What follows belongs to an exercise in optimizing a design on an open flow for small area; a production flow would make more cautious choices. The RTL of this run was laid out without a check of its function. Power figures rest on the tool's default switching activity, not on a simulated workload.

--- flow/design.v ---
module flex_counter
#(
	parameter NUM_CNT_BITS = 4
)
(
	input wire n_rst, clear, count_enable, clk,
	input wire [NUM_CNT_BITS-1:0] rollover_val,
	output wire [NUM_CNT_BITS-1:0] count_out,
	output wire rollover_flag
);
reg [NUM_CNT_BITS-1:0] count_reg;
reg [NUM_CNT_BITS-1:0] next_cnt;
reg roll_reg, next_roll;
always_ff @(posedge clk, negedge n_rst)
begin
	if (n_rst == 1'b0) begin
		count_reg <= '0;
	end
	else begin
		count_reg <= next_cnt;
	end
end
always_ff @(posedge clk, negedge n_rst)
begin
	if (n_rst == 1'b0) begin
		roll_reg <= '0;
	end
	else begin
		roll_reg <= next_roll;
	end
end
always_comb begin
	next_roll = rollover_flag;
	next_cnt = count_out;
	if (clear == 1'b1) begin
		next_cnt = '0;
		next_roll = '0;
	end
	else if (count_enable == 1'b1) begin
		if (count_out == rollover_val - 1) begin
			next_roll = 1'b1;
		end
		else begin
			next_roll = 1'b0;
		end
		if (count_out == rollover_val) begin
			next_cnt = 1'b1;
		end
		else begin
			next_cnt = next_cnt + 1;
		end
	end
	else 
	begin
		if (count_out == rollover_val) begin
			next_roll = 1'b1;
		end
		else begin
			next_roll = 1'b0;
		end
	end
end
assign count_out = count_reg;
assign rollover_flag = roll_reg;
endmodule
module flex_stp_sr
#(
	parameter NUM_BITS = 4,
	parameter SHIFT_MSB = 1
)
(
	input wire clk,
	input wire n_rst,
	input wire shift_enable,
	input wire serial_in,
	output reg [NUM_BITS-1:0] parallel_out
);
reg [NUM_BITS-1:0] next_out;
always_ff @(posedge clk, negedge n_rst)
begin
	if (n_rst == 1'b0) begin
		parallel_out <= '1;
	end
	else begin
		parallel_out <= next_out;
	end
end
always_comb begin
	if (shift_enable == 1'b1) begin
		if (SHIFT_MSB == 1'b1) begin
			next_out = {parallel_out[NUM_BITS-2:0],serial_in};
		end
		else begin
			next_out = {serial_in ,parallel_out[NUM_BITS-1:1]};
		end
	end
	else begin
		next_out = parallel_out;
	end
end
endmodule 
module avalonMasterFSM(
	input wire clk, n_rst,   
	input wire [31:0] readdata,
	input wire readen, writen,
	input [31:0] wdata,
	input [31:0] outaddr,  
	input [31:0] inaddr,  
	output reg read, write, dataready,
	output reg [31:0] address, writedata
);
typedef enum bit [2:0] {IDLE,READ,READDATA1,READDATA2,WRITE,WRITEDATA} stateType;
stateType current;
stateType next;
always_ff @ (posedge clk, negedge n_rst)
begin
	if( n_rst == 1'b0)
        begin
		current <= IDLE;
	end
	else
	begin	
		current <= next;
	end
end
always_comb
begin
	next = current;
	case(current)
	IDLE:
	begin
		if (readen)
		begin
			next = READ;
		end
		else if (writen)
		begin	
			next = WRITE;
		end
	end
	WRITE:
		begin
			next = WRITEDATA;
		end
	READ:
		begin
			next = READDATA1;
		end
	READDATA1:
		begin
			next = READDATA2;
		end
	READDATA2:
		begin
			next = IDLE;
		end
	WRITEDATA:
		begin
			next = IDLE;
		end	
	endcase
end
always_comb
begin
	read = 0;
	write = 0;
	writedata = 0;
	address = 0;
	dataready = 0;
	case(current)
	WRITE:
	begin
		write = 1;
		writedata = wdata;
		address = outaddr;
	end
	READ:
	begin
		read = 1;
		address = inaddr;
	end
	READDATA1:
	begin
		read = 1;
		address = inaddr;
	end
	READDATA2:
	begin
		dataready = 1;
		address = inaddr;
	end
	WRITEDATA:
	begin
		write = 1;
		writedata = wdata;
		address = outaddr;
	end
	endcase
end
endmodule
module avalonSlaveFSM(
	input wire clk, read, write, n_rst,   
	input wire [31:0] address, writedata,
	output reg [31:0] readdata,
	output reg [31:0] startpixel,  
	output reg [31:0] endpixel,   
	output reg [31:0] status,    
	output reg [31:0] control   
);
typedef enum bit [1:0] {IDLE,READ,WRITE} stateType;
stateType current;
stateType next;
reg [31:0] nextstart, nextend;
reg nextstatus, nextcontrol;
always_ff @ (posedge clk, negedge n_rst)
begin
	if( n_rst == 1'b0)
        begin
		current <= IDLE;
		startpixel <= 0;
		endpixel <= 0;
		status <= 0;
		control <= 0;	
	end
	else
	begin	
		current <= next;
		startpixel <= nextstart;
		endpixel <= nextend;
		status <= nextstatus;
		control <= nextcontrol;	
	end
end
always_comb
begin
	next = current;
	case(current)
	IDLE:
		if (write && address == 32'd1)
		begin
			next = WRITE;
		end
		else if (write && address == 32'd2)
		begin
			next = WRITE;
		end
		else if (read && address == 32'd3)
		begin
			next = READ;
		end
		else if (write && address == 32'd3)
		begin
			next = WRITE;
		end
		else if (write && address == 32'd4)
		begin
			next = WRITE;
		end
	WRITE:
		begin
			next = IDLE;
		end
	READ:
		begin
			if (read && address == 32'd3)
			begin
				next = READ;
			end
			else begin
				next = IDLE;
			end
		end
	endcase
end
always_comb
begin
	nextstart = startpixel;
	nextend = endpixel;
	nextcontrol = control;
	nextstatus = status;
	readdata = 0;
	case(current)
	WRITE:
	begin
		if (address == 32'd1)
		begin
			nextstart = writedata;
		end
		else if (address == 32'd2)
		begin	
			nextend = writedata;
		end
		else if (address == 32'd4)
		begin
	 		nextcontrol = writedata;
		end
		else if (address == 32'd3)
		begin
			nextstatus = writedata;
		end
	end
	READ:
	begin
		if (address == 32'd3)
		begin
			readdata = nextstatus;
		end
	end
	endcase
end
endmodule
module preGrayScale 
(
	input wire clk,
	input wire n_rst,
	input wire [31:0]  read_word,
	input wire start_en,
	input wire store_en,
	output reg [3:0][23:0] out_pixels,
	output reg gray_en
);
reg [3:0][23:0] in_pixels;
reg [7:0] temp1, next_temp1;
reg [15:0] temp2, next_temp2;
typedef enum bit [1:0] {IDLE, EXTRACT1, EXTRACT2, EXTRACT3} stateType;
stateType state;
stateType next_state;
always_ff @ (posedge clk, negedge n_rst) begin
	if (n_rst == 1'b0) begin
		state <= IDLE;
		in_pixels <= {24'd0, 24'd0, 24'd0, 24'd0};
		temp1 <= 0;
		temp2 <= 0;
	end
	else begin
		state <= next_state;
		in_pixels <= out_pixels;
		temp1 <= next_temp1;
		temp2 <= next_temp2;
	end
end
always_comb begin
	next_state = state;
	out_pixels = in_pixels;
	gray_en = 0;
	next_temp1 = temp1;
	next_temp2 = temp2;
	case (state) 
		IDLE: begin
			if (start_en == 1) begin
				next_state = EXTRACT1;
			end
		end
		EXTRACT1: begin
			if (store_en == 1) begin
				out_pixels[3] = read_word[31:8];
				next_temp1 = read_word[7:0];
				next_state = EXTRACT2;
			end
		end
		EXTRACT2: begin
			if (store_en == 1) begin
				out_pixels[2] = {next_temp1, read_word[31:16]};
				next_temp2 = read_word[15:0];
				next_state = EXTRACT3;
			end
		end
		EXTRACT3: begin
			if (store_en == 1) begin
				out_pixels[1] = {next_temp2, read_word[31:24]};
				out_pixels[0] = read_word[23:0];
				gray_en = 1;
				next_state = EXTRACT1;
			end
		end
	endcase
end
endmodule
module grayscale
(
	input wire clk,    
	input wire n_rst, 
	input wire [3:0][23:0] in_pixel_buffer,
	input wire gray_en,
	output reg [3:0][7:0] gray_pixel,
	output reg gray_done
);
	typedef enum bit [2:0] {IDLE, GRAY_1, GRAY_2, GRAY_3, GRAY_4, DONE} stateType;
	stateType state;
	stateType nxt_state;
	reg [7:0] gray_pixel_r, gray_pixel_g, gray_pixel_b, gray_1, gray_2;
	reg [8:0] grayscaled_value;
	reg [31:0] tmp_gray_pixel, tmp_gray_pixel_q;
	always_ff @ (posedge clk, negedge n_rst) begin : REG_LOGIC	
		if(n_rst == 1'b0) begin
			state <= IDLE;
			tmp_gray_pixel_q <= 32'd0;
		end else begin
			state <= nxt_state;
			tmp_gray_pixel_q <= tmp_gray_pixel;
		end
	end
	always_comb begin : NXT_LOGIC
		tmp_gray_pixel = tmp_gray_pixel_q;
		gray_pixel = 32'd0;
		gray_done = 1'b0;
		nxt_state = state;
		gray_pixel_r = 8'd0;
		gray_pixel_g = 8'd0;
		gray_pixel_b = 8'd0;
		gray_1 = 8'd0;
		gray_2 = 8'd0;
		grayscaled_value = 9'd0;
		case(state) IDLE: begin
			if(gray_en == 1'b1) begin
				nxt_state = GRAY_1;
				gray_done = 1'b0;
				gray_pixel = 8'd0;
			end else begin
				gray_done = 1'b0;
				gray_pixel = 8'd0;
				nxt_state = IDLE;
			end
			end GRAY_1: begin
				gray_pixel_r = {2'b00, in_pixel_buffer[3][23:18]};   
				gray_pixel_g = {2'b00, in_pixel_buffer[3][15:10]};   
				gray_pixel_b = {4'b0000, in_pixel_buffer[3][7:4]};   
				gray_1 = gray_pixel_r + {gray_pixel_g[6:0], 1'b0};   
				gray_2 = gray_pixel_b + gray_pixel_g;		     
				grayscaled_value = gray_1 + gray_2;		     
				if(grayscaled_value[8] == 1'b1)
					tmp_gray_pixel[31:24] = 8'd255;
				else
					tmp_gray_pixel[31:24] = grayscaled_value[7:0];
				gray_done = 1'b0;
				nxt_state = GRAY_2;
			end GRAY_2: begin
				gray_pixel_r = {2'b00, in_pixel_buffer[2][23:18]};   
				gray_pixel_g = {2'b00, in_pixel_buffer[2][15:10]};   
				gray_pixel_b = {4'b0000, in_pixel_buffer[2][7:4]};   
				gray_1 = gray_pixel_r + {gray_pixel_g[6:0], 1'b0};   
				gray_2 = gray_pixel_b + gray_pixel_g;		     
				grayscaled_value = gray_1 + gray_2;		     
				if(grayscaled_value[8] == 1'b1)
					tmp_gray_pixel[23:16] = 8'd255;
				else
					tmp_gray_pixel[23:16] = grayscaled_value[7:0];
				gray_done = 1'b0;
				nxt_state = GRAY_3;
			end GRAY_3: begin
				gray_pixel_r = {2'b00, in_pixel_buffer[1][23:18]};   
				gray_pixel_g = {2'b00, in_pixel_buffer[1][15:10]};   
				gray_pixel_b = {4'b0000, in_pixel_buffer[1][7:4]};   
				gray_1 = gray_pixel_r + {gray_pixel_g[6:0], 1'b0};   
				gray_2 = gray_pixel_b + gray_pixel_g;		     
				grayscaled_value = gray_1 + gray_2;		     
				if(grayscaled_value[8] == 1'b1)
					tmp_gray_pixel[15:8] = 8'd255;
				else
					tmp_gray_pixel[15:8] = grayscaled_value[7:0];
				gray_done = 1'b0;
				nxt_state = GRAY_4;
			end GRAY_4: begin
				gray_pixel_r = {2'b00, in_pixel_buffer[0][23:18]};   
				gray_pixel_g = {2'b00, in_pixel_buffer[0][15:10]};   
				gray_pixel_b = {4'b0000, in_pixel_buffer[0][7:4]};   
				gray_1 = gray_pixel_r + {gray_pixel_g[6:0], 1'b0};   
				gray_2 = gray_pixel_b + gray_pixel_g;		     
				grayscaled_value = gray_1 + gray_2;		     
				if(grayscaled_value[8] == 1'b1)
					tmp_gray_pixel[7:0] = 8'd255;
				else
					tmp_gray_pixel[7:0] = grayscaled_value[7:0];
				gray_done = 1'b0;
				nxt_state = DONE;
			end DONE: begin
				gray_pixel= tmp_gray_pixel;
				gray_done = 1'b1;
				nxt_state = IDLE;
			end
		endcase
	end
endmodule
module calculateCompBuffer(
	input wire clk,
	input wire n_rst,
	input wire grayed_done,
	input wire [3:0][7:0] grayed_pixels,
	input wire edge_detected,
	input wire getMatrix,
	output reg computeSobel,
	output reg [2:0][7:0][7:0] out_buffer,
	output reg fill,
	output reg [2:0] next_counter
);
typedef enum bit [3:0] {IDLE, FILL1, FILL2, FILL3, FILL4, FILL5, FILL6, FILL7, FILL8, INC, DEC, SHIFT, SHIFTCOMPUTE} stateType;
stateType state;
stateType next_state;
reg shift_en, incdec, next_shift_en, next_incdec, edge_found, next_edge_found;
reg [2:0] counter;
reg [2:0][7:0][7:0] in_buffer;
reg computeSobel_prev;
reg shift_done, next_shift_done;
always_ff @ (posedge clk, negedge n_rst) begin : REG_LOGIC	
	if(n_rst == 1'b0) begin
		state <= IDLE;
		counter <= 0;
		shift_en <= 0;
		incdec <= 1;
		edge_found <= 0;
		shift_done <= 0;
		in_buffer  <= 		   {{8'd0, 8'd0, 8'd0, 8'd0, 8'd0, 8'd0, 8'd0, 8'd0},
					    {8'd0, 8'd0, 8'd0, 8'd0, 8'd0, 8'd0, 8'd0, 8'd0},
					    {8'd0, 8'd0, 8'd0, 8'd0, 8'd0, 8'd0, 8'd0, 8'd0}};
		computeSobel_prev <= 0;
	end else begin
		state <= next_state;
		counter <= next_counter;
		shift_en <= next_shift_en;
		incdec <= next_incdec;
		edge_found <= next_edge_found;
		in_buffer <= out_buffer;
		computeSobel_prev <= computeSobel;
		shift_done <= next_shift_done;
	end
end
always_comb begin: NXT_LOGIC
	next_state = state;
	computeSobel = computeSobel_prev;
	out_buffer  =  in_buffer;
	next_shift_done = shift_done;
 	next_edge_found = edge_found;
	next_counter = counter;
	next_shift_en = shift_en;
	next_incdec = incdec;
	fill = 0;
	case(state)
		IDLE: begin
			next_state = FILL1;
		end
		FILL1: begin	
			computeSobel = 0;
			if (grayed_done == 1) begin
				out_buffer[2][7:4] = grayed_pixels;
				next_state = FILL2;
			end
			else begin
				next_state = FILL1;
			end
		end
		FILL2: begin
			if (grayed_done == 1) begin
				out_buffer[1][7:4] = grayed_pixels;
				next_state = FILL3;
			end
			else begin 
				next_state = FILL2;
			end
		end
		FILL3: begin
			if (grayed_done == 1) begin
				out_buffer[0][7:4] = grayed_pixels;
				if (incdec == 1 && shift_en == 0) 
					next_state = INC;
				else if (incdec == 0 && shift_en == 0) 
					next_state = DEC;
				else if (shift_en == 1) begin
					next_state = FILL6;
				end
				if (edge_detected == 1)
					next_edge_found = 1;
			end
		end
		INC: begin
			if(computeSobel_prev == 1'b1)
				computeSobel = 0;
			else begin
				if (getMatrix == 1) begin
					computeSobel = 1;
					if (counter == 7) 
						next_counter = 0;
					else
						next_counter = counter + 1;
					if(next_counter == 1 && shift_done == 0) begin
						fill = 1;
						next_state = FILL4;
					end else if (next_counter == 5 && edge_found == 0) begin
						fill = 1;
						next_state = FILL1;
					end else if (next_counter == 5 && edge_found== 1) begin
						next_edge_found = 0;
						next_state = SHIFT;
					end else if (shift_done == 1) 
						next_shift_done = 0;
				end
			end
		end
		FILL4: begin
			computeSobel = 0;
			if (grayed_done == 1) begin
				out_buffer[2][3:0] = grayed_pixels;
				next_state = FILL5;
			end
		end
		FILL5: begin
			if (grayed_done == 1) begin
				out_buffer[1][3:0] = grayed_pixels;
				next_state = FILL6;
			end
		end
		FILL6: begin
			if (grayed_done == 1) begin
				out_buffer[0][3:0] = grayed_pixels;
				if (shift_en == 1) begin		
					next_shift_en = 0;
					next_state = SHIFTCOMPUTE;	
				end
				if (edge_detected == 1) 
					next_edge_found = 1;
				if (incdec == 1 && shift_en == 0) 
					next_state = INC;
				else if (incdec == 0 && shift_en == 0) 
					next_state = DEC;
			end
		end
		SHIFTCOMPUTE: begin
			computeSobel = 1;
			next_shift_done = 1;
			if (incdec == 1) 
				next_state = INC;
			else if (incdec == 0) 
				next_state = DEC;
		end
		DEC: begin
			if(computeSobel_prev == 1'b1)
				computeSobel = 0;
			else begin
				if (getMatrix == 1) begin
					computeSobel = 1;
					if (counter == 0) 
						next_counter = 7;
					else
						next_counter = counter - 1;
					if (next_counter == 4 && shift_done == 0) begin
						fill = 1;
						next_state = FILL1;
					end else if (next_counter == 0 && edge_detected == 0) begin
						fill = 1;
						next_state = FILL4;
					end
					else if (next_counter == 0 && edge_detected == 1) begin
						next_state = SHIFT;
						next_edge_found = 0;
					end
					else if (shift_done == 1)
						next_shift_done = 0;
				end		
			end
		end
		SHIFT: begin
			computeSobel = 0;
			next_shift_en = 1;
			fill = 1;
			next_state = FILL3;
			out_buffer[2] = in_buffer[1];
			out_buffer[1] = in_buffer[0];
			if (incdec == 1) begin
				next_incdec = 0;
			end
			else begin
				next_incdec = 1;
			end
		end
	endcase
end
endmodule
module sobel_controller
(
	input wire clk,
	input wire n_rst,
	input wire [2:0] option,
	input wire [2:0][7:0][7:0] in_buffer,
	input wire computeSobel,
	output reg [2:0][2:0][7:0] sobel_matrix,
	output reg sobel_ready
);
typedef enum bit [3:0] {IDLE, COMP_1, COMP_2, COMP_3, COMP_4, COMP_5, COMP_6, COMP_7, COMP_8} stateType;
stateType state;
stateType next_state;
always_ff @ (posedge clk, negedge n_rst) begin : REG_LOGIC	
	if(n_rst == 1'b0) begin
		state <= IDLE;
	end else begin
		state <= next_state;
	end
end
always_comb begin: NXT_LOGIC
	next_state = state;
	sobel_ready = 0;
	sobel_matrix = '0;
	case(state) 
		IDLE: begin
			if (option == 0 && computeSobel == 1)
				next_state = COMP_1;
			else if (option == 1 && computeSobel == 1)
				next_state = COMP_2;
			else if (option == 2 && computeSobel == 1) 
				next_state = COMP_3;
			else if (option == 3 && computeSobel == 1) 
				next_state = COMP_4;
			else if (option == 4 && computeSobel == 1) 
				next_state = COMP_5;
			else if (option == 5 && computeSobel == 1) 
				next_state = COMP_6;
			else if (option == 6 && computeSobel == 1)
				next_state = COMP_7;
			else if (option == 7 && computeSobel == 1) 
				next_state = COMP_8;
		end
		COMP_1: begin
			sobel_matrix[2][2] = in_buffer[2][7];
			sobel_matrix[2][1] = in_buffer[2][6];
			sobel_matrix[2][0] = in_buffer[2][5];
			sobel_matrix[1][2] = in_buffer[1][7];
			sobel_matrix[1][1] = in_buffer[1][6];
			sobel_matrix[1][0] = in_buffer[1][5];
			sobel_matrix[0][2] = in_buffer[0][7];
			sobel_matrix[0][1] = in_buffer[0][6];
			sobel_matrix[0][0] = in_buffer[0][5];
			sobel_ready = 1;
			next_state = IDLE;
		end
		COMP_2: begin
			sobel_matrix[2][2] = in_buffer[2][6];
			sobel_matrix[2][1] = in_buffer[2][5];
			sobel_matrix[2][0] = in_buffer[2][4];
			sobel_matrix[1][2] = in_buffer[1][6];
			sobel_matrix[1][1] = in_buffer[1][5];
			sobel_matrix[1][0] = in_buffer[1][4];
			sobel_matrix[0][2] = in_buffer[0][6];
			sobel_matrix[0][1] = in_buffer[0][5];
			sobel_matrix[0][0] = in_buffer[0][4];
			sobel_ready = 1;
			next_state = IDLE;
		end
		COMP_3: begin
			sobel_matrix[2][2] = in_buffer[2][5];
			sobel_matrix[2][1] = in_buffer[2][4];
			sobel_matrix[2][0] = in_buffer[2][3];
			sobel_matrix[1][2] = in_buffer[1][5];
			sobel_matrix[1][1] = in_buffer[1][4];
			sobel_matrix[1][0] = in_buffer[1][3];
			sobel_matrix[0][2] = in_buffer[0][5];
			sobel_matrix[0][1] = in_buffer[0][4];
			sobel_matrix[0][0] = in_buffer[0][3];
			sobel_ready = 1;
			next_state = IDLE;
		end
		COMP_4: begin
			sobel_matrix[2][2] = in_buffer[2][4];
			sobel_matrix[2][1] = in_buffer[2][3];
			sobel_matrix[2][0] = in_buffer[2][2];
			sobel_matrix[1][2] = in_buffer[1][4];
			sobel_matrix[1][1] = in_buffer[1][3];
			sobel_matrix[1][0] = in_buffer[1][2];
			sobel_matrix[0][2] = in_buffer[0][4];
			sobel_matrix[0][1] = in_buffer[0][3];
			sobel_matrix[0][0] = in_buffer[0][2];
			sobel_ready = 1;
			next_state = IDLE;
		end
		COMP_5: begin
			sobel_matrix[2][2] = in_buffer[2][3];
			sobel_matrix[2][1] = in_buffer[2][2];
			sobel_matrix[2][0] = in_buffer[2][1];
			sobel_matrix[1][2] = in_buffer[1][3];
			sobel_matrix[1][1] = in_buffer[1][2];
			sobel_matrix[1][0] = in_buffer[1][1];
			sobel_matrix[0][2] = in_buffer[0][3];
			sobel_matrix[0][1] = in_buffer[0][2];
			sobel_matrix[0][0] = in_buffer[0][1];
			sobel_ready = 1;
			next_state = IDLE;
		end
		COMP_6: begin
			sobel_matrix[2][2] = in_buffer[2][2];
			sobel_matrix[2][1] = in_buffer[2][1];
			sobel_matrix[2][0] = in_buffer[2][0];
			sobel_matrix[1][2] = in_buffer[1][2];
			sobel_matrix[1][1] = in_buffer[1][1];
			sobel_matrix[1][0] = in_buffer[1][0];
			sobel_matrix[0][2] = in_buffer[0][2];
			sobel_matrix[0][1] = in_buffer[0][1];
			sobel_matrix[0][0] = in_buffer[0][0];
			sobel_ready = 1;
			next_state = IDLE;
		end
		COMP_7: begin
			sobel_matrix[2][2] = in_buffer[2][1];
			sobel_matrix[2][1] = in_buffer[2][0];
			sobel_matrix[2][0] = in_buffer[2][7];
			sobel_matrix[1][2] = in_buffer[1][1];
			sobel_matrix[1][1] = in_buffer[1][0];
			sobel_matrix[1][0] = in_buffer[1][7];
			sobel_matrix[0][2] = in_buffer[0][1];
			sobel_matrix[0][1] = in_buffer[0][0];
			sobel_matrix[0][0] = in_buffer[0][7];
			sobel_ready = 1;
			next_state = IDLE;
		end
		COMP_8: begin
			sobel_matrix[2][2] = in_buffer[2][0];
			sobel_matrix[2][1] = in_buffer[2][7];
			sobel_matrix[2][0] = in_buffer[2][6];
			sobel_matrix[1][2] = in_buffer[1][0];
			sobel_matrix[1][1] = in_buffer[1][7];
			sobel_matrix[1][0] = in_buffer[1][6];
			sobel_matrix[0][2] = in_buffer[0][0];
			sobel_matrix[0][1] = in_buffer[0][7];
			sobel_matrix[0][0] = in_buffer[0][6];
			sobel_ready = 1;
			next_state = IDLE;
		end
	endcase
end
endmodule
module sobel_edge
(
	input wire sobel_en,
	input wire [2:0][2:0][7:0] comp_matrix,
	output reg output_pixel,
	output wire sobel_done
);
	reg signed[15:0] f1_x, f2_x, f3_x, f4_x;
	reg signed [15:0] f1_y, f2_y, f3_y, f4_y;
	reg signed [15:0] g1_x, g2_x, g3_x;
 	reg unsigned [15:0] g_x;
	reg signed [15:0] g1_y, g2_y, g3_y;
	reg unsigned [15:0] g_y;
	reg signed [15:0] gradient;
	reg tmp_done;
	always_comb begin	
		tmp_done = 1'b0;
		f1_x = (comp_matrix[2][0] ^ 16'b1111111111111111) + 1'b1;  
		f2_x = {7'b0000000, comp_matrix[1][2], 1'b0};	 
		f3_x = {7'b0000000, comp_matrix[1][0], 1'b0};	 
		f3_x = (f3_x[15:0] ^ 16'b1111111111111111) + 1'b1;
		f4_x = (comp_matrix[0][0] ^ 16'b1111111111111111) + 1'b1;  
		f1_y = {7'b0000000, comp_matrix[2][1], 1'b0};     
		f2_y = ({8'b00000000, comp_matrix[0][2]} ^ 16'b1111111111111111) + 1'b1;  
		f3_y = {7'b0000000, comp_matrix[0][1], 1'b0};	 
		f3_y = (f3_y[15:0] ^ 16'b1111111111111111) + 1'b1;
		f4_y = ({8'b00000000, comp_matrix[0][0]} ^ 16'b1111111111111111) + 1'b1;  
		g1_x = f1_x + f2_x;
		g2_x = f3_x + f4_x;
		g3_x = comp_matrix[2][2] + comp_matrix[0][2];
		g_x = g1_x + g2_x + g3_x;				 
		if (g_x[15] == 1'b1)
			g_x = (g_x[15:0] ^ 16'b1111111111111111) + 1'b1;
		else
			g_x = g_x[15:0];
		g1_y = f1_y + f2_y;
		g2_y = f3_y + f4_y;
		g3_y = comp_matrix[2][0] + comp_matrix[2][2];
		g_y = g1_y + g2_y + g3_y;				 
		if (g_y[15] == 1'b1)
			g_y = (g_y[15:0] ^ 16'b1111111111111111) + 1'b1;
		else
			g_y = g_y[15:0];
		gradient = g_x + g_y;	
		if (gradient[15] == 1'b1)
			gradient = (gradient[15:0] ^ 16'b1111111111111111) + 1'b1;
		else
			gradient = gradient[15:0];
		if(gradient > 16'd127) begin
			output_pixel = 1'b1;
			tmp_done = 1;
		end else begin
			output_pixel = 1'b0;
			tmp_done = 1;
		end
	end
	assign sobel_done = tmp_done;
endmodule
module window_slider(
	input wire clk,
	input wire n_rst,
	input wire nx_pixel_en,
	input wire [31:0] image_start_addr,
	output reg next_edge_detected,
	output reg addr_done,
	output reg [31:0] next_calc_address,
	output reg next_last_pix_read
);
	reg [7:0] col_cnt;
	reg [8:0] row_cnt;
	reg [1:0] matrix_cnt;
	reg [31:0] calc_address;
	reg [7:0] next_col_cnt;
	reg [8:0] next_row_cnt;
	reg [1:0] next_matrix_cnt;
	typedef enum bit [4:0] {IDLE, CALC1, DONE1, CALC2, DONE2, CALC3, DONE3, INCDEC_COL, DONEINCDEC, NEW_ROW1, DONEN1, NEW_ROW2, DONEN2, INC_ROW, DONEINC_ROW, DONE, ENDDONE} stateType;
	stateType state;
	stateType next_state;
	reg incdec;  
	reg next_incdec;
	reg addr_done_prev;
	reg [31:0] calc_tmp1, calc_tmp2, calc_tmp3, calc_tmp4;
	reg edge_detected, last_pix_read;
	reg getAddr, next_getAddr;
	always_ff @ (posedge clk, negedge n_rst) begin : REG_LOGIC	
		if(n_rst == 1'b0) begin
			state <= IDLE;
			col_cnt <= 0;
			row_cnt <= 0;
			matrix_cnt <= 0;
			calc_address <= 0;
			edge_detected <= 0;
			incdec <= 0;
			last_pix_read <= 0;
			addr_done_prev <= 0;
			getAddr <= 0;
		end else begin
			state <= next_state;
		        col_cnt <= next_col_cnt;
			row_cnt <= next_row_cnt;
			matrix_cnt <= next_matrix_cnt;
			calc_address <= next_calc_address;
			edge_detected <= next_edge_detected;
			incdec <= next_incdec;
			last_pix_read <= next_last_pix_read;
			addr_done_prev <= addr_done;
			getAddr <= next_getAddr;
		end
	end
	always_comb begin: NXT_LOGIC
		next_getAddr = getAddr;
		next_state = state;
		next_col_cnt = col_cnt;
		next_row_cnt = row_cnt;
		next_matrix_cnt = matrix_cnt;
		next_calc_address = calc_address;
		calc_tmp1 = 0;
		calc_tmp2 = 0;
		calc_tmp3 = 0;
		calc_tmp4 = 0;
		addr_done = addr_done_prev;
		next_edge_detected = edge_detected;
		next_incdec = incdec;
		next_last_pix_read = last_pix_read;
		case(state)
			IDLE: begin 	
				if(nx_pixel_en == 1 && edge_detected == 0 ) begin
					next_state = CALC1;
					next_getAddr = 1;
				end else if(nx_pixel_en == 1 && edge_detected == 1) begin
					next_state = NEW_ROW1;
					next_edge_detected = 0;
					next_getAddr = 1;
				end else begin
					next_getAddr = 0;
					next_state = IDLE;
				end
			end CALC1: begin	
				if(addr_done_prev == 1'b1)
					addr_done = 0;
				else if (nx_pixel_en == 1 || getAddr == 1) begin
					next_getAddr = 0;	
					if(matrix_cnt == 0) begin  
						calc_tmp1 = 32'h000001E0 * row_cnt;  
						calc_tmp2 = 32'h00000003 * col_cnt;
						calc_tmp3 = image_start_addr + calc_tmp1;
						next_calc_address = calc_tmp2 + calc_tmp3;
						next_matrix_cnt = matrix_cnt + 2'b01;
						next_state = DONE1;
					end else if(matrix_cnt == 2) begin  
						next_calc_address = calc_address + 32'h00000001;
						next_matrix_cnt = 2'b00;
						next_state = DONE2;
					end else begin  
						next_calc_address = calc_address + 32'h00000001;
						next_matrix_cnt = matrix_cnt + 2'b01;
						next_state = DONE1;
					end				
				end
			end DONE1: begin
				addr_done = 1;
				next_state = CALC1;
			end DONE2: begin
				addr_done = 1;
				next_state = CALC2;
			end DONE3: begin
				addr_done = 1;
				next_state = CALC3;
			end DONEINCDEC: begin
				addr_done = 1;
				next_state = INCDEC_COL;
			end DONEN1: begin
				addr_done = 1;
				next_state = NEW_ROW1;
			end DONEN2: begin
				addr_done = 1;
				next_state = NEW_ROW2;
			end DONEINC_ROW: begin
				addr_done = 1;
				next_state = INC_ROW;
			end CALC2: begin
				if(addr_done_prev == 1'b1)
					addr_done = 1'b0;	
				else if (nx_pixel_en == 1) begin
					if(matrix_cnt == 0) begin  
						next_calc_address = calc_address + 32'd478;
						next_matrix_cnt = matrix_cnt + 2'b01;
						next_state = DONE2;
					end else if(matrix_cnt == 2) begin  
						next_calc_address = calc_address + 32'h00000001;
						next_matrix_cnt = 2'b00;
						next_state = DONE3;
					end else begin  
						next_calc_address = calc_address + 32'h00000001;
						next_matrix_cnt = matrix_cnt + 2'b01;
						next_state = DONE2;
					end
				end	
			end CALC3: begin
				if(addr_done_prev == 1'b1)
					addr_done = 1'b0;
				else if (nx_pixel_en == 1) begin	
					if(matrix_cnt == 0) begin  
						next_calc_address = calc_address + 32'd478;
						next_matrix_cnt = matrix_cnt + 2'b01;
						next_state = DONE3;
					end else if(matrix_cnt == 2) begin  
						next_calc_address = calc_address + 32'h00000001;
						next_matrix_cnt = 2'b00;
						next_state = DONEINCDEC;
					end else begin  
						next_calc_address = calc_address + 32'h00000001;
						next_matrix_cnt = matrix_cnt + 2'b01;
						next_state = DONE3;
					end 
					if(row_cnt == 477 && col_cnt == 0 && matrix_cnt == 2) begin  
						next_state = ENDDONE;
					end
				end	
			end INCDEC_COL: begin
				if (addr_done_prev == 1'b1) 
					addr_done = 1'b0;
				else if(incdec == 0) begin  
					if(col_cnt == 159) begin  
						next_col_cnt = 157; 
						next_incdec = 1;
						next_edge_detected = 1;
						next_state = IDLE;
					end else begin
						next_col_cnt = col_cnt + 1;  
						next_state = IDLE;
					end
				end else begin  
					if(col_cnt == 0) begin   
						next_col_cnt = 2;
						next_incdec = 0;
						next_edge_detected = 1;
						next_state = IDLE;
					end else begin
						next_col_cnt = col_cnt - 1;  
						next_state = IDLE;
					end
				end
			end NEW_ROW1: begin
				if(addr_done_prev == 1'b1)
					addr_done = 1'b0;
				else if (nx_pixel_en == 1 || getAddr == 1) begin	
					next_getAddr = 0;
					if(matrix_cnt == 0 && incdec == 1) begin  
						next_calc_address = calc_address + 32'd475;
						next_matrix_cnt = matrix_cnt + 2'b01;
						next_state = DONEN1;
					end else if(matrix_cnt == 0 && incdec == 0) begin  
						next_calc_address = calc_address + 32'd478;
						next_matrix_cnt = matrix_cnt + 2'b01;
						next_state = DONEN1;
					end else if(matrix_cnt == 2) begin  
						next_calc_address = calc_address + 32'h00000001;
						next_matrix_cnt = 2'b00;
						next_state = DONEN2;
					end else begin  
						next_calc_address = calc_address + 32'h00000001;
						next_matrix_cnt = matrix_cnt + 2'b01;
						next_state = DONEN1;
					end	
				end
			end NEW_ROW2: begin
				if(addr_done_prev == 1'b1)
					addr_done = 1'b0;
				else if (nx_pixel_en == 1) begin	
					if(matrix_cnt == 0) begin  
						next_calc_address = calc_address + 32'd1;
						next_matrix_cnt = matrix_cnt + 2'b01;
						next_state = DONEN2;
					end else if(matrix_cnt == 2) begin  
						next_calc_address = calc_address + 32'h00000001;
						next_matrix_cnt = 2'b00;
						next_state = DONEINC_ROW;
					end else begin  
						next_calc_address = calc_address + 32'h00000001;
						next_matrix_cnt = matrix_cnt + 2'b01;
						next_state = DONEN2;
					end
				end	
			end INC_ROW: begin
				if (addr_done_prev == 1'b1) 
					addr_done = 1'b0;
				else begin	
					next_row_cnt = row_cnt + 1;
					next_state = IDLE;
				end
			end ENDDONE: begin
				addr_done = 1;
				next_last_pix_read = 1;
				next_state = DONE;
			end DONE: begin
				if (addr_done_prev == 1) 
					addr_done = 0;
				next_last_pix_read = 1;
			end
		endcase
	end
endmodule
module outputBuffer(
	input wire clk, n_rst, edge_pixel, out_en, write_out_enable, img_done,
	output reg out_empty, out_full,
	input wire [31:0] endpixel,
	output reg [31:0] out_pixel,
	output wire [31:0] write_addr
);
typedef enum bit [2:0] {IDLE, CHECK_FULL, FULL, WRITE_OUT, DONE} stateType;
stateType current;
stateType next;
reg [5:0] count;
reg full;
reg nextcol;
reg [31:0] currpixel;
reg [5:0] buffcnt;
reg [4:0] ccnt;
reg [8:0] rcnt;
reg [31:0] next_out_pixel;
reg [31:0] next_write_addr;
reg [31:0] curr_addr;
reg [31:0] out_pixel_q;
always_ff @ (posedge clk, negedge n_rst)
begin
	if( n_rst == 1'b0)
        begin
		current <= IDLE;
		curr_addr <= 32'd0;
		out_pixel_q <= 32'd0;
	end
	else
	begin	
		current <= next;
		curr_addr <= next_write_addr;
		out_pixel_q <= out_pixel;
	end
end
flex_stp_sr #(32,0) TXSR(.clk(clk), .n_rst(n_rst), .shift_enable(out_en), .serial_in(edge_pixel), .parallel_out(next_out_pixel));
flex_counter #(6) buffcounter (.clk(clk), .n_rst(n_rst), .clear(1'b0), .count_enable(out_en), .rollover_val(6'd32), .rollover_flag(full), .count_out(buffcnt));
flex_counter #(5) colcnt (.clk(clk), .n_rst(n_rst), .clear(out_en & nextcol), .count_enable(write_out_enable), .rollover_val(5'd19), .rollover_flag(nextcol), .count_out(ccnt));
flex_counter #(9) rowcnt (.clk(clk), .n_rst(n_rst), .clear(1'b0), .count_enable(nextcol), .rollover_val(9'd0), .count_out(rcnt));
always_comb
begin
	next = current;
	case(current)
	IDLE:
	begin
		if (out_en)
		begin
			next = CHECK_FULL;
		end
		if (img_done)
		begin
			next = DONE;
		end
	end
	CHECK_FULL:
	begin
		if (full)
		begin
			next = FULL;
		end
		else
		begin
			next = IDLE;
		end
	end
	FULL:
	begin
		if (write_out_enable)
		begin
			next = WRITE_OUT;
		end
	end
	WRITE_OUT:
	begin
		next = IDLE;
	end
	endcase
end
always_comb
begin
	out_full = 0;
	out_empty = 0;
	out_pixel = out_pixel_q;
	case(current)
	FULL:
	begin
		out_full = 1'b1;
	end
	WRITE_OUT:
	begin
		out_empty = 1'b1;
		if (ccnt <= 18)
		begin
			out_pixel = next_out_pixel;
		end
		else
		begin
			if (rcnt % 2 == 0)
			begin
				out_pixel = {next_out_pixel[31:2], 2'b0};
			end
			else begin
				out_pixel={2'b0, next_out_pixel[29:0]};
			end		
		end
	end
	DONE:
	begin
		out_pixel = 32'd1;
	end
	endcase
end
always_comb
begin
	next_write_addr = curr_addr;
	if (rcnt % 2 == 0 && write_out_enable && !img_done)
	begin
		next_write_addr = endpixel + (ccnt*4) + (rcnt*20);
	end
	else if (rcnt % 2 == 1 && write_out_enable && !img_done)
	begin
		next_write_addr = curr_addr + 20 - (ccnt*4);
	end
end
assign write_addr = img_done ? 32'd4 : curr_addr;
endmodule
module controller(
	input wire clk,
	input wire n_rst,
	input wire start,       
	input wire addr_done, 
	input wire gray_en,
	input wire gray_done,
	input wire computeSobel,
	input wire sobel_ready,
	input wire image_done,
	input wire out_full,
	input wire out_empty,
	input wire data_ready,    
	input wire sobel_pixel,
	input wire compBufferFill,
	output reg getMatrix,
	output reg sobel_complete,
	output reg nx_pixel_en,
	output reg read_enable,  
	output reg pre_gray_start_en,
	output reg pre_gray_store_en,
	output reg out_pixel,
	output reg out_en,
	output reg write_out_enable  
);
	typedef enum bit [4:0] {IDLE, GET_PIX_ADDR, FETCH_DATA, PRE_WAIT, STORE_PIX, WAIT, GRAYSCALE, CALC_BUFF, 
				WAIT2, GET_SOBEL_MATRIX, SOBEL_COMP, WAIT3, WAIT4, CHECK_OUT, STORE_OUT, CHECK_DONE, DONE, ENDDONE} stateType;
	stateType state;
	stateType next_state;
	reg storeOutPixel, storeOutPixel_q;
	reg needFill, needFill_q;
	always_ff @ (posedge clk, negedge n_rst) begin : REG_LOGIC	
		if(n_rst == 1'b0) begin
			state <= IDLE;
			storeOutPixel_q <= 1'b0;
			needFill_q <= 1'b0;
		end else begin
		state <= next_state;
			storeOutPixel_q <= storeOutPixel;
			needFill_q <= needFill;
		end
	end
	always_comb begin: NXT_LOGIC
		next_state = state;
		nx_pixel_en = 1'b0;
		read_enable = 1'b0;
		pre_gray_start_en = 1'b0;
		pre_gray_store_en = 1'b0;
		out_en = 1'b0;
		sobel_complete = 1'b0;
		write_out_enable = 1'b0;
		out_pixel = 0;
		getMatrix = 0;
		storeOutPixel = storeOutPixel_q;
		needFill = needFill_q;
		case(state)
			IDLE: begin
				if(start == 1'b1) 
					next_state = GET_PIX_ADDR;
			end GET_PIX_ADDR: begin
				nx_pixel_en = 1'b1;
				next_state = FETCH_DATA;
			end FETCH_DATA: begin
				if (addr_done == 1'b1) begin
					read_enable = 1'b1;
					pre_gray_start_en = 1;
					next_state = PRE_WAIT;
				end
			end PRE_WAIT: begin
				next_state = STORE_PIX;
			end STORE_PIX: begin
				if (data_ready == 1) begin
					pre_gray_store_en = 1'b1;				
					if(gray_en == 1'b1) 
						next_state = GRAYSCALE;
					else if(gray_en == 1'b0)
						next_state = GET_PIX_ADDR;
				end
			end WAIT: begin
				if(gray_en == 1'b1) 
					next_state = GRAYSCALE;
				else if(gray_en == 1'b0)
					next_state = GET_PIX_ADDR;
			end GRAYSCALE: begin
				if (gray_done == 1'b1) begin
					next_state = WAIT2; 
				end
			end CALC_BUFF: begin 
				next_state = WAIT2;
			end WAIT2: begin
				getMatrix = 1;
				needFill = compBufferFill;
				if(computeSobel == 1'd1)
					next_state = GET_SOBEL_MATRIX;
				else if(computeSobel == 1'b0)
					next_state = GET_PIX_ADDR;
			end GET_SOBEL_MATRIX: begin
				if(sobel_ready == 1'b1)
					storeOutPixel = sobel_pixel; 
					next_state = CHECK_OUT; 
			end SOBEL_COMP: begin
				next_state = WAIT3;
			end WAIT3: begin
				next_state = WAIT4;
			end WAIT4: begin
				next_state = CHECK_OUT;
			end CHECK_OUT: begin
				if (out_full == 0) begin 
					out_en = 1;
					out_pixel = storeOutPixel;
					next_state = CHECK_DONE;
				end
				else begin
					write_out_enable = 1;
					next_state = STORE_OUT;
				end
			end STORE_OUT: begin
				if (out_empty == 1) begin
					out_en = 1;
					out_pixel = storeOutPixel;
					next_state = CHECK_DONE;
				end
			end CHECK_DONE: begin
				if(image_done == 1'b0 && needFill == 1)
					next_state = GET_PIX_ADDR;
				else if (needFill == 0) begin
					next_state = WAIT2;
				end
				if(image_done == 1'b1)
					next_state = DONE;
			end DONE: begin
				if (out_empty == 1) 
					sobel_complete = 1;
				else 
					write_out_enable = 1;
					next_state = ENDDONE;
			end ENDDONE: begin
				sobel_complete = 1;
				if (out_empty == 1) 
					write_out_enable = 1;
			end
		endcase
	end
endmodule
module sobel_edge_detection
(
	input wire clk, 	
	input wire n_rst,
	input wire start,	 
	input wire data_ready,
	input wire [31:0] read_word,	         
	input wire [31:0] image_start_addr,	 
	input wire [31:0] out_start_addr,	 
	output reg [31:0] sobel_pixel,		 
	output reg [31:0] pixAddress,		 
	output wire [31:0] writeAddress,	 
	output reg read_enable,				 
	output reg write_out_enable,		 
	output reg sobel_complete
);
reg start_en;
reg store_en;
reg [3:0][23:0] pixelsBuffer;
reg gray_en;
reg [3:0][7:0] grayedBuffer;
reg gray_done;
reg edge_detected;
reg computeSobel;
reg [2:0][7:0][7:0] computationBuffer;
reg [2:0] counter;
reg [2:0][2:0][7:0] sobel_matrix;
reg sobel_ready;
reg sobel_done;
reg nx_pixel_en;
reg addr_done;
reg image_done;
reg out_en;
reg out_empty;
reg out_full;
reg out_pixel;
reg tempSobel_pixel;
reg fill;
reg getMatrix;
preGrayScale fillBuffer (.clk(clk), .n_rst(n_rst), .read_word(read_word), .start_en(start_en), .store_en(store_en), .out_pixels(pixelsBuffer), .gray_en(gray_en));
grayscale grayBuffer (.clk(clk), .n_rst(n_rst), .in_pixel_buffer(pixelsBuffer), .gray_en(gray_en), .gray_pixel(grayedBuffer), .gray_done(gray_done));
calculateCompBuffer fillCompBuffer (.clk(clk), .n_rst(n_rst), .grayed_done(gray_done), .grayed_pixels(grayedBuffer), .edge_detected(edge_detected), .getMatrix(getMatrix), .computeSobel(computeSobel), .out_buffer(computationBuffer), .fill(fill), .next_counter(counter));
sobel_controller getSobelMatrix (.clk(clk), .n_rst(n_rst), .option(counter), .in_buffer(computationBuffer), .computeSobel(computeSobel), .sobel_matrix(sobel_matrix), .sobel_ready(sobel_ready));
sobel_edge sobelCalc (.sobel_en(sobel_ready), .comp_matrix(sobel_matrix), .output_pixel(out_pixel), .sobel_done(sobel_done));
window_slider window (.clk(clk), .n_rst(n_rst), .nx_pixel_en(nx_pixel_en), .image_start_addr(image_start_addr), .next_edge_detected(edge_detected), .addr_done(addr_done), .next_calc_address(pixAddress), .next_last_pix_read(image_done));
outputBuffer outData (.clk(clk), .n_rst(n_rst), .edge_pixel(tempSobel_pixel), .out_en(out_en), .write_out_enable(write_out_enable), .img_done(sobel_complete), .out_empty(out_empty), .out_full(out_full), .endpixel(out_start_addr), .out_pixel(sobel_pixel), .write_addr(writeAddress));
controller controlUnit (.clk(clk), .n_rst(n_rst), .start(start), .addr_done(addr_done), .gray_en(gray_en), .gray_done(gray_done), .computeSobel(computeSobel), .sobel_ready(sobel_ready), .image_done(image_done), .sobel_complete(sobel_complete), .nx_pixel_en(nx_pixel_en), .read_enable(read_enable), .pre_gray_start_en(start_en), .pre_gray_store_en(store_en), .out_pixel(tempSobel_pixel), .out_en(out_en), .out_full(out_full), .out_empty(out_empty), .data_ready(data_ready), .sobel_pixel(out_pixel), .compBufferFill(fill), .getMatrix(getMatrix), .write_out_enable(write_out_enable));
endmodule
module avalonBus
(
	input wire clk,
	input wire n_rst,
	input wire slave_read,
	input wire slave_write,
	input wire [31:0] slave_writedata,
	input wire [31:0] slave_addr,
	output reg [31:0] slave_readdata,
	input wire [31:0] master_readdata,
	output reg master_read,
	output reg master_write,
	output reg [31:0] master_addr,
	output reg [31:0] master_writedata,
	output reg sobel_complete
);
reg [31:0] startpixel;  
reg [31:0] endpixel;    
reg [31:0] status;     
reg [31:0] control;    
reg dataready;
reg read_en;
reg write_out_en;
reg [31:0] inaddr;
wire [31:0] outaddr;
reg [31:0] sobel_pixel;
avalonMasterFSM master (.clk(clk), .n_rst(n_rst), .readdata(master_readdata), .readen(read_en), .writen(write_out_en), .wdata(sobel_pixel), .inaddr(inaddr), .outaddr(outaddr), .read(master_read), .write(master_write), .dataready(dataready), .address(master_addr), .writedata(master_writedata));
avalonSlaveFSM slave (.clk(clk), .n_rst(n_rst), .read(slave_read), .write(slave_write), .address(slave_addr), .writedata(slave_writedata), .readdata(slave_readdata), .startpixel(startpixel), .endpixel(endpixel), .status(status), .control(control));
sobel_edge_detection sobel (.clk(clk), .n_rst(n_rst), .start(control[0]), .data_ready(dataready), .read_word(master_readdata), .image_start_addr(startpixel), .out_start_addr(endpixel), .sobel_pixel(sobel_pixel), .pixAddress(inaddr), .writeAddress(outaddr), .read_enable(read_en), .write_out_enable(write_out_en), .sobel_complete(sobel_complete)); 
endmodule
--- flow/run.sh ---
#!/bin/bash
# synth_recipe.tcl (not shown) runs the flow's synth.tcl, then flattens the netlist and writes it again
# the make line also repeats each setting of config.mk as NAME=value (left out here)
make -C /OpenROAD-flow-scripts/flow DESIGN_CONFIG=/design/flow/config.mk WORK_HOME=/design/flow/orfs CLKGATE_MAP_FILE= SYNTH_SCRIPT=/design/flow/synth_recipe.tcl finish
--- flow/config.mk ---
export PLATFORM = sky130hd
export DESIGN_NAME = avalonBus
export DESIGN_NICKNAME = avalonBus
export VERILOG_FILES = /design/flow/design.v
export SDC_FILE = /design/flow/constraint.sdc
export NUM_CORES = 4
export LEC_CHECK = 0
export CAP_MARGIN = 20
export CORE_MARGIN = 2
export CORE_UTILIZATION = 40
export PLACE_DENSITY = 0.6
export SLEW_MARGIN = 20
--- flow/constraint.sdc ---
create_clock -name core_clock -period 12.0 [get_ports {clk}]
set_input_delay 2.4000 -clock core_clock [delete_from_list [all_inputs] [get_ports {clk}]]
set_output_delay 2.4000 -clock core_clock [all_outputs]
set_load 0.01 [all_outputs]
==> impl_metrics.tcl <==
set metrics [dict create \
    ant_nets 0 \
    die_h_um 338.8 \
    fin_tns_setup_ps 0 \
    path_max_fanout 14 \
    powerDensity_mw_per_mm2 89.75 \
    core_mm2 0.1110 \
    tightest_slew_ps 1136 \
    final_common_cell "dfrtp_1" \
    cp_data_arrival_time_ps 11910 \
    async_flop_share 1.000 \
    drive_gt1_frac 0.09655 \
    grt_start_max_net_pins 172 \
    layout_common_cells "dfrtp_1, nand2_1, inv_1" \
    rows 122 \
    skew_ps 15.46 \
    hold_path_end "sobel.outData.TXSR.parallel_out[29]" \
    synth_cell_types 103 \
    drc 0 \
    dr.pass1.iters 8 \
    drv_cap 0 \
    reg_top3 "sobel.fillCompBuffer.in_buffer x192, sobel.fillBuffer.in_pixels x64" \
    vias_per_cell 5.842 \
    numPortBuffers 159 \
    fin_nets 5625 \
    ys_seq_area_frac 0.3286 \
    rr_worst_depth 42 \
    synth_area_mm2 0.04482 \
    die_width_um 338.8 \
    ff2ff_setup_slack_ps 660 \
    largest_reg_flops 192 \
    route.vias.total 39020 \
    ir_drop_mv 0.1093 \
    synth_warnings 14 \
    syn_avg_cell_area_um2 8.829 \
    htreeDepth 3 \
    fmax_mhz 88.20 \
    rsz0062_at_grt "false" \
    die-area_mm2 0.1148 \
    worstSetupStartpointType "flip-flop" \
    cts_tree "built" \
    holdWs_ps 457.7 \
    largest_register "sobel.fillCompBuffer.in_buffer" \
    relSlewSlack 0.2406 \
    wl_per_cell_um 21.48 \
    grt_pass1_wl_um 223400 \
    ctsHoldBuffers 0 \
    synth_edf_count 0 \
    synth_ff_type "dfrtp_1" \
    grt_overflow 0 \
    crit_required_ps 12570 \
    cts_buffers 74 \
    p_leak_uw 0.02426 \
    worstHoldPathCells 2 \
    antenna_found_initial 0 \
    critical_path.endpoint_type "flip-flop" \
    ys_ff_latch 587 \
    crit_type "flip-flop to flip-flop" \
    cts.sinks 587 \
    reg2reg_from "sobel.grayBuffer.state[1]" \
    clock_latency_ps 640 \
    root_buffer "clkbuf_16" \
    io_pins 199 \
    drv_slew 0 \
    hold_class "flip-flop to flip-flop" \
    routed_wl_um 143400 \
    final.period_utilization 0.9448 \
    grt_pass1_vias 38390 \
    start_util 0.4039 \
    netlist_instances 5077 \
    cts_buffer_depth 3 \
    clkSlewWorstSetupHoldPaths_ps 70 \
    syn_to_final_growth_pct 12.73 \
    worstReg2RegEnd "sobel.controlUnit.storeOutPixel_q" \
    min-delay-start "sobel.outData.TXSR.parallel_out[30]" \
    dp_hpwl_um 103400 \
    max_stage_delay_ps 640 \
    setup_viol 0 \
    slowest_stage "or4_1" \
    hold_viol_final 0 \
    drt_iter0_markers 3755 \
    grt_usage 0.2454 \
    gp_congestion 0.9782 \
    fin_crit_ps 11340 \
    status "finished clean" \
]
where the power goes:
part / switching [uW] / internal [uW] / leakage (uW) / total (uW)
logic: 132 / 89.8 / 0.0152 / 222
clock network: 951 / 1370 / 0.00123 / 2320
registers: 3.31 / 1990 / 0.00782 / 1990
total: 1090 / 3450 / 0.0243 / 4540
synthesized netlist by cell type (all sizes together) (25+ instances only):
| library cell | count | area share |
|---|---|---|
| nor2 | 277 | 0.023 |
| dfstp | 33 | 0.019 |
| a21o | 54 | 0.0090 |
| nor2b | 45 | 0.0063 |
| ha | 270 | 0.075 |
| nand3 | 105 | 0.012 |
| a22oi | 118 | 0.020 |
| mux2i | 76 | 0.017 |
| a21oi | 297 | 0.033 |
| a221o | 25 | 0.0056 |
| o31ai | 28 | 0.0047 |
| a222oi | 28 | 0.0063 |
| inv | 471 | 0.039 |
| nand2 | 536 | 0.045 |
| a31oi | 37 | 0.0052 |
| nand2b | 44 | 0.0061 |
| and2 | 71 | 0.0099 |
| and3 | 62 | 0.0087 |
| fa | 124 | 0.055 |
| clkbuf | 239 | 0.020 |
| xor2 | 87 | 0.017 |
| a211oi | 42 | 0.0073 |
| buf | 87 | 0.011 |
| a22o | 100 | 0.020 |
| nor3 | 105 | 0.012 |
| dfrtp | 554 | 0.31 |
| mux2 | 146 | 0.037 |
| a221oi | 85 | 0.017 |
| nand4 | 35 | 0.0052 |
| o21ai | 256 | 0.029 |
| xnor2 | 183 | 0.036 |
| o22ai | 107 | 0.015 |
| o211ai | 33 | 0.0055 |
final cells by class:
cell class	count	area, um^2
fill	10820	60440
multi-input combinational	3722	27190
sequential	587	14730
timing repair buffer	273	2481
clock buffer	96	2056
tap	1488	1862
inverter	473	1777
clock inverter	38	429.2
antenna	1	2.502
worst max-delay path by stage:
| stage | start | end | slack (ps) | cells past startpoint |
|---|---|---|---|---|
| 4_1_cts | sobel.grayBuffer.state[0] | sobel.controlUnit.storeOutPixel_q | 240 | 43 |
| 2_1_floorplan | sobel.fillCompBuffer.state[1] | sobel.controlUnit.storeOutPixel_q | 1300 | 45 |
| 3_5_place_dp | sobel.grayBuffer.state[0] | sobel.controlUnit.storeOutPixel_q | 320 | 43 |
| 5_1_grt | sobel.grayBuffer.state[1] | sobel.controlUnit.storeOutPixel_q | 30 | 43 |
| 3_3_place_gp | sobel.grayBuffer.state[0] | sobel.controlUnit.storeOutPixel_q | 490 | 41 |
| 6_report | sobel.grayBuffer.state[1] | sobel.controlUnit.storeOutPixel_q | 660 | 42 |
timing repair:
action	CTS	global route
gates resized for setup	0	11
buffers inserted	0	2
endpoints found under the setup margin	0	1
hold endpoints to repair	0	0
per-stage QoR:
step	std cells	setup slack (ps)	util	total power, uW	area [um^2]
floorplan	5107	1298	-	2145	44940
global placement	6538	493.5	0.4322	2253	47960
detailed placement	6538	316.9	0.4322	2256	47960
CTS	6672	235.0	0.4546	4587	50450
global route	6677	30.56	0.4553	4686	50530
finish	6678	662.5	0.4553	4535	50530
kinds of logic after synthesis:
kind of cell / count (synthesis) / synth area share
compound gates: 1386 / 0.2097
simple gates: 1400 / 0.1484
flops: 587 / 0.3286
mux: 223 / 0.05452
fa+ha+maj: 409 / 0.1343
buf+inv: 799 / 0.07062
xor+xnor: 272 / 0.05376
other cells: 1 / 0.00008366
worst max-delay path, delay by kind of cell (launching register included):
family	cells	cell delay, ps
mux	1	80
buf+inv	2	270
xor+xnor	5	960
compound gates	13	3200
flops	1	460
fa+ha+maj	8	2730
simple gates	13	3540
metal layers:
| layer | GRT usage | share of wire |
|---|---|---|
| met1 | 0.3152 | 0.42 |
| met3 | 0.04133 | 0.070 |
| met5 | 0 | 0 |
| met4 | 0.1237 | 0.054 |
| met2 | 0.3986 | 0.46 |

-- separate check: timing with driven ports --
How much do the figures lean on ideal ports? The routed layout below was timed once more, with nothing changed but the port constraints. Step 1 assumes that a clkbuf_16 drives the clock port and a buf_2 every other input. Step 2 times the ports against the registers' clock, not the clock port: input delays grow and output delays shrink by t, the midpoint of the rising clock arrivals with the driver on. a / b / c = ideal / step 1 / step 2; a / b = the first two.
shift t [ns]: 0.703
setup slack, ns: 0.663 / 0.663 / 0.663
worst hold slack (ns): 0.458 / 0.458 / 0.458
clock arrival spread, ns: 0.018 / 0.018
After both steps setup and hold are still met in this run. The setup slack of this run moves by 0.000 ns with the drivers and by 0.000 ns with both steps.
